Source: an optimization exercise on an open RTL-to-GDS flow (aim: small area, a short achievable clock period and few clock cycles per item). Production flows keep margins and buffers that such runs may drop.
Function was checked by simulation only, so behaviour that the tests miss may differ from the original.
Power figures rest on the tool's default switching activity, not on a simulated workload.

==> delta: inputs <==
// filter
module filter(
        input clock,
        input reset,
        input start,
        output reg done,
        input  [15:0] data_in,
        output reg [15:0] data_out
    );
==> flow/config.mk <==
export PLATFORM = sky130hd
export DESIGN_NAME = filter
export DESIGN_NICKNAME = filter
export VERILOG_FILES = /design/flow/design.v
export SDC_FILE = /design/flow/constraint.sdc
export NUM_CORES = 4
export LEC_CHECK = 0
export CAP_MARGIN = 20
export CORE_MARGIN = 2
export CORE_UTILIZATION = 60
export CTS_CLUSTER_DIAMETER = 100
export CTS_CLUSTER_SIZE = 24
export SLEW_MARGIN = 20
export SYNTH_HIERARCHICAL = 1
==> flow/constraint.sdc <==
create_clock -name core_clock -period 10.0 [get_ports {clock}]
set_input_delay 2.0000 -clock core_clock [delete_from_list [all_inputs] [get_ports {clock}]]
set_output_delay 2.0000 -clock core_clock [all_outputs]
set_load 0.01 [all_outputs]
standard.sh (not shown) runs the stock make flow with config.mk's settings and CLKGATE_MAP_FILE= SYNTH_SCRIPT=/design/flow/synth_recipe.tcl, a recipe that flattens the netlist after the stock synthesis.
==> flow/flow/run.sh <==
#!/bin/bash
# Standard ORFS layout (the standard.sh) with changes only to how it is
# optimised: ports are buffered with a plain buffer instead of the default
# delay-buffer cell, and timing repair is asked for more setup margin than the
# 10 ns clock needs, so that it works on the achieved period.
set -euo pipefail
bash standard.sh SETUP_SLACK_MARGIN=6.95 "BUFFER_PORTS_ARGS=-buffer_cell sky130_fd_sc_hd__buf_4" finish > orfs_make.log 2>&1
==> cedar (differences from delta) <==
==> flow/flow/run.sh (replaced) <==
#!/bin/bash
# Standard ORFS layout (the standard.sh) with two changes to how it is
# optimised: ports are buffered with a plain buffer instead of the default
# delay-buffer cell, and timing repair is asked for more setup margin than the
# 10 ns clock needs, so that it works on the achieved period.
set -euo pipefail
bash standard.sh SETUP_SLACK_MARGIN=6.8 "BUFFER_PORTS_ARGS=-buffer_cell sky130_fd_sc_hd__buf_2" finish > orfs_make.log 2>&1
--- a/flow/config.mk
+++ b/flow/config.mk
@@ -7,8 +7,6 @@
 export LEC_CHECK = 0
 export CAP_MARGIN = 20
 export CORE_MARGIN = 2
-export CORE_UTILIZATION = 60
-export CTS_CLUSTER_DIAMETER = 100
-export CTS_CLUSTER_SIZE = 24
+export CORE_UTILIZATION = 40
 export SLEW_MARGIN = 20
 export SYNTH_HIERARCHICAL = 1
==> comparison table <==
Clock buffers: cedar 33; delta 14
Setup WS post-layout: cedar 6.902 ns; delta 7.044 ns
Multi-input logic area: cedar 7417 sq um; delta 7477 sq um
Required time reported for the critical path endpoint: cedar 10.40 ns; delta 10.42 ns
Status: cedar complete, no violations; delta complete, no violations
Die W: cedar 175.0 microns; delta 143.6 microns
Largest clock skew in the final design: cedar 0.02014 ns; delta 0.009410 ns
Min-delay src: cedar data_out[7]; delta data_out[12]
Detailed router's first-iteration violation count: cedar 471; delta 477
Share of the final layout cell area in multi-input gates: cedar 0.5617; delta 0.5865
Routed vias: cedar 7,453; delta 7,565
Maximum net fanout on the critical path: cedar 7; delta 21
Nets: cedar 1,237; delta 1,225
Fin cells: cedar 1,387; delta 1,242
Switching power as a share of total power: cedar 0.3391; delta 0.3621
Clk pin slew, worst setup/hold paths: cedar 0.06 ns; delta 0.09 ns
Routed wire length on met3: cedar 1.026 mm; delta 1.159 mm
Placed standard-cell area: cedar 12,370 sq um; delta 12,300 sq um
Total clock buffers created by CTS: cedar 23; delta 12
Startpoint of the worst register-to-register path: cedar h0[11]; delta h0[9]
Testbench counts of delta, summed over its fixed seeds: cycles 2,064, samples 2,048.
Testbench counts of cedar, summed over its fixed seeds: cycles 2,064, samples 2,048.

* * *

==> exp/indigo: inputs <==
filter again, from the RTL that the note above started with.
Settings: LEC_CHECK=0, CAP_MARGIN=20, CORE_MARGIN=2, CORE_UTILIZATION=40, CTS_CLUSTER_DIAMETER=60, CTS_CLUSTER_SIZE=40, SLEW_MARGIN=20, SYNTH_HIERARCHICAL=1; clock period 10.0 ns.
==> flow/flow/run.sh <==
#!/bin/bash
# Standard ORFS layout (the standard.sh) with changes only to how it is
# optimised: ports are buffered with a plain buffer instead of the default
# delay-buffer cell, and timing repair is asked for more setup margin than the
# 10 ns clock needs, so that it works on the achieved period.
set -euo pipefail
bash standard.sh SETUP_SLACK_MARGIN=7.1 "BUFFER_PORTS_ARGS=-buffer_cell sky130_fd_sc_hd__buf_4" finish > orfs_make.log 2>&1
==> exp/quartz: changes against exp/indigo <==
Settings changed: CTS_CLUSTER_DIAMETER 60 to 100, CTS_CLUSTER_SIZE 40 to 28.
==> exp/lagoon: changes against exp/indigo <==
Settings changed: CTS_CLUSTER_DIAMETER 60 to 100, CTS_CLUSTER_SIZE 40 to 24.
==> exp/maple: changes against exp/indigo <==
==> flow/flow/run.sh (replaced) <==
#!/bin/bash
# Standard ORFS layout (the standard.sh) with changes only to how it is
# optimised: ports are buffered with a plain buffer instead of the default
# delay-buffer cell, and timing repair is asked for more setup margin than the
# 10 ns clock needs, so that it works on the achieved period.
set -euo pipefail
bash standard.sh SETUP_SLACK_MARGIN=7.1 "BUFFER_PORTS_ARGS=-buffer_cell sky130_fd_sc_hd__buf_4" "MATCH_CELL_FOOTPRINT=0" finish > orfs_make.log 2>&1
Settings changed: CTS_CLUSTER_DIAMETER 60 to unset, CTS_CLUSTER_SIZE 40 to unset.
==> summary of the runs <==
- exp/quartz passed the timing, DRC and antenna checks. exp/indigo completed with no timing, DRC or antenna violations. exp/maple produced a clean layout. exp/lagoon passed the timing, DRC and antenna checks.
- Of exp/quartz and exp/maple, exp/quartz has the higher non-clock buffer count (gap 4).
- In sequential power, exp/lagoon and exp/indigo hardly differ.
- In critical path depth, exp/indigo and exp/lagoon do not differ.
- Flip-flop and latch count is the same in exp/maple and exp/indigo.
- Wire length: exp/maple is higher than exp/indigo (about 0.6%).
- In combinational power, exp/indigo and exp/maple hardly differ.
==> figures <==
Worst-case headroom to the max-slew limit: exp/lagoon 49.3%; exp/quartz 47.3%; exp/maple 33.9%; exp/indigo 49.8%
Worst reg2reg path startpoint: exp/lagoon pc[3]$_DFF_P_; exp/quartz h0[4]$_DFF_P_; exp/maple h0[12]$_DFF_P_; exp/indigo h0[4]$_DFF_P_
Reported net switching power: exp/lagoon 0.958 mW; exp/quartz 0.956 mW; exp/maple 1.03 mW; exp/indigo 1.04 mW
Leading cell type in the layout, fill and taps excluded: exp/lagoon sky130_fd_sc_hd__a22o_1; exp/quartz -; exp/maple sky130_fd_sc_hd__a22o_1; exp/indigo sky130_fd_sc_hd__a22o_1
Via count of the first global-routing pass: exp/lagoon 7798; exp/quartz 7733; exp/maple 7920; exp/indigo 7879
Data arrival, critical path: exp/lagoon 0.93 ns; exp/quartz 0.93 ns; exp/maple 0.95 ns; exp/indigo 0.96 ns
Ratio of layout area to synthesized area: exp/lagoon 1.137x; exp/quartz 1.134x; exp/maple 1.172x; exp/indigo 1.164x
Int Pwr: exp/lagoon 1.75 mW; exp/quartz 1.71 mW; exp/maple 2.01 mW; exp/indigo 1.88 mW
VDD IR max: exp/lagoon 96.2 uV; exp/quartz 108 uV; exp/maple 111 uV; exp/indigo 121 uV
Total routed wire length on the met1 layer: exp/lagoon 13300 um; exp/quartz 13500 um; exp/maple 13500 um; exp/indigo 13200 um
Final worst-path setup slack: exp/lagoon 7.07 ns; exp/quartz 7.07 ns; exp/maple 7.05 ns; exp/indigo 7.04 ns
Total clock buffers created by CTS: exp/lagoon 12; exp/quartz 11; exp/maple 23; exp/indigo 16
Run status: exp/lagoon finished clean; exp/quartz finished clean; exp/maple finished clean; exp/indigo finished clean
Final layout net count: exp/lagoon 1251; exp/quartz 1253; exp/maple 1261; exp/indigo 1259
Testbench counts of exp/indigo, summed over its fixed seeds: cycles 2,064, samples 2,048.
Testbench counts of exp/quartz, summed over its fixed seeds: cycles 2,064, samples 2,048.
Testbench counts of exp/lagoon, summed over its fixed seeds: cycles 2,064, samples 2,048.
Testbench counts of exp/maple, summed over its fixed seeds: cycles 2,064, samples 2,048.

* * *

==> branch quartz: inputs <==
filter, a different RTL version from the one above (not shown whole).
==> flow/design.v (excerpt) <==
module filter(
        input clock,
        input reset,
        input start,
        output reg done,
        input  [15:0] data_in,
        output reg [15:0] data_out
    );
clock: 10.0 ns
lec_check: 0
cap_margin: 20
core_margin: 2
core_utilization: 60
cts_cluster_diameter: 100
cts_cluster_size: 24
gpl_timing_driven: 1
slew_margin: 20
synth_hierarchical: 1
==> flow/flow/run.sh <==
#!/bin/bash
# Standard ORFS layout (the standard.sh) with changes only to how it is
# optimised: ports are buffered with a plain buffer instead of the default
# delay-buffer cell, and timing repair is asked for more setup margin than the
# 10 ns clock needs, so that it works on the achieved period.
set -euo pipefail
bash standard.sh SETUP_SLACK_MARGIN=7.0 "BUFFER_PORTS_ARGS=-buffer_cell sky130_fd_sc_hd__buf_4" finish > orfs_make.log 2>&1
==> inputs of branch willow, as changes to branch quartz <==
==> flow/flow/run.sh (replaced) <==
#!/bin/bash
# Standard ORFS layout (the standard.sh) with changes only to how it is
# optimised: ports are buffered with a plain buffer instead of the default
# delay-buffer cell, and timing repair is asked for more setup margin than the
# 10 ns clock needs, so that it works on the achieved period.
set -euo pipefail
bash standard.sh SETUP_SLACK_MARGIN=7.05 "BUFFER_PORTS_ARGS=-buffer_cell sky130_fd_sc_hd__buf_4" finish > orfs_make.log 2>&1
CORE_UTILIZATION = 70   (was 60)
GPL_TIMING_DRIVEN = unset   (was 1)
==> inputs of branch fjord, as changes to branch quartz <==
CORE_UTILIZATION = 55   (was 60)
GPL_TIMING_DRIVEN = unset   (was 1)
==> inputs of branch harbor, as changes to branch quartz <==
CTS_BUF_LIST = sky130_fd_sc_hd__clkbuf_8   (was unset)
CTS_CLUSTER_SIZE = 16   (was 24)
GPL_TIMING_DRIVEN = unset   (was 1)
==> comparison <==
In sequential power, branch quartz and branch willow hardly differ. Register-to-register slack is about the same in branch quartz and branch willow. In branch quartz the count of clock-buffer cells in the layout is higher than in branch fjord, by 1. Branch fjord went through all stages and came out clean. Branch quartz ran to the end with no violations. Branch harbor produced a clean layout. Branch willow passed the timing, DRC and antenna checks. Clock skew is about the same in branch quartz and branch willow. Synthesized cell count is the same in branch fjord and branch quartz.
==> figures <==
quantity                                   branch harbor  branch quartz  branch fjord  branch willow
Result of the run       no timing/DRC/antenna violations  no timing/DRC/antenna violations  no timing/DRC/antenna violations  no timing/DRC/antenna violations
Setup slack after layout                         7.04 ns        7.05 ns       7.03 ns        7.03 ns
Combinational power                               830 uW         811 uW        819 uW         840 uW
Layout-to-synthesis area ratio                    1.087x         1.087x        1.093x         1.097x
Number of vias in the routed layout                 6927           6945          6832           7031
Routed WL per cell                               21.6 um        21.9 um       21.2 um        21.4 um
Die Wd                                            142 um         142 um        148 um         132 um
Post-route non-filler standard cell count           1159           1151          1187           1135
HPWL Detailed                                    19.6 mm        19.6 mm       19.9 mm        19.6 mm
Sequential fraction of total cell area             0.342          0.341         0.339          0.342
Area of the multi-input gates               0.00706 mm^2   0.00706 mm^2  0.00706 mm^2   0.00708 mm^2
Testbench counts of branch quartz, summed over its fixed seeds: cycles 2,064, samples 2,048.
Testbench counts of branch willow, summed over its fixed seeds: cycles 2,064, samples 2,048.
Testbench counts of branch fjord, summed over its fixed seeds: cycles 2,064, samples 2,048.
Testbench counts of branch harbor, summed over its fixed seeds: cycles 2,064, samples 2,048.

[afterwards: timing with drivers on the ports]
The flow's constraints put no driver on any port. The routed layouts listed below were extracted and timed again, unchanged, in two steps.
Step 1 (the two cells are an assumption about what drives the block):
set clk [get_ports {clock}]
set_driving_cell -lib_cell sky130_fd_sc_hd__clkbuf_16 $clk
set_driving_cell -lib_cell sky130_fd_sc_hd__buf_2 [delete_from_list [all_inputs] $clk]
Step 2 moves the port delays by t, midway between the first and last clock arrival at a register: inputs arrive t later, outputs are due t later. That takes back most of the time a late clock gives input paths.
Three values: no drivers, after step 1, after step 2; two values: the first two.
run | t (ns) | setup WS [ns] | hold WS [ns] | slew at the worst register clock pin (ns) | pins driven straight from the clock port
delta | 0.519 | 7.044 / 6.999 / 6.550 | 0.476 / 0.476 / 0.476 | 0.09 / 0.09 | 1
cedar | 0.571 | 6.902 / 6.902 / 6.365 | 0.461 / 0.461 / 0.461 | 0.06 / 0.06 | 1
exp/indigo | 0.534 | 7.036 / 6.985 / 6.789 | 0.478 / 0.478 / 0.478 | 0.09 / 0.09 | 1
exp/quartz | 0.514 | 7.070 / 7.020 / 6.763 | 0.480 / 0.480 / 0.480 | 0.11 / 0.11 | 1
exp/lagoon | 0.520 | 7.074 / 7.024 / 6.780 | 0.479 / 0.479 / 0.479 | 0.10 / 0.10 | 1
exp/maple | 0.553 | 7.054 / 7.004 / 6.632 | 0.471 / 0.471 / 0.471 | 0.06 / 0.06 | 1
branch quartz | 0.508 | 7.051 / 7.008 / 6.759 | 0.416 / 0.416 / 0.416 | 0.10 / 0.10 | 1
branch willow | 0.516 | 7.031 / 6.985 / 6.706 | 0.366 / 0.366 / 0.366 | 0.10 / 0.10 | 1
branch fjord | 0.511 | 7.033 / 6.991 / 6.549 | 0.362 / 0.362 / 0.362 | 0.10 / 0.10 | 1
branch harbor | 0.523 | 7.036 / 7.000 / 6.535 | 0.423 / 0.423 / 0.423 | 0.10 / 0.10 | 1
After both steps setup and hold are still met in every run listed. The setup slack of cedar, which loses most, moves by 0.000 ns with the drivers and by -0.537 ns with both steps.
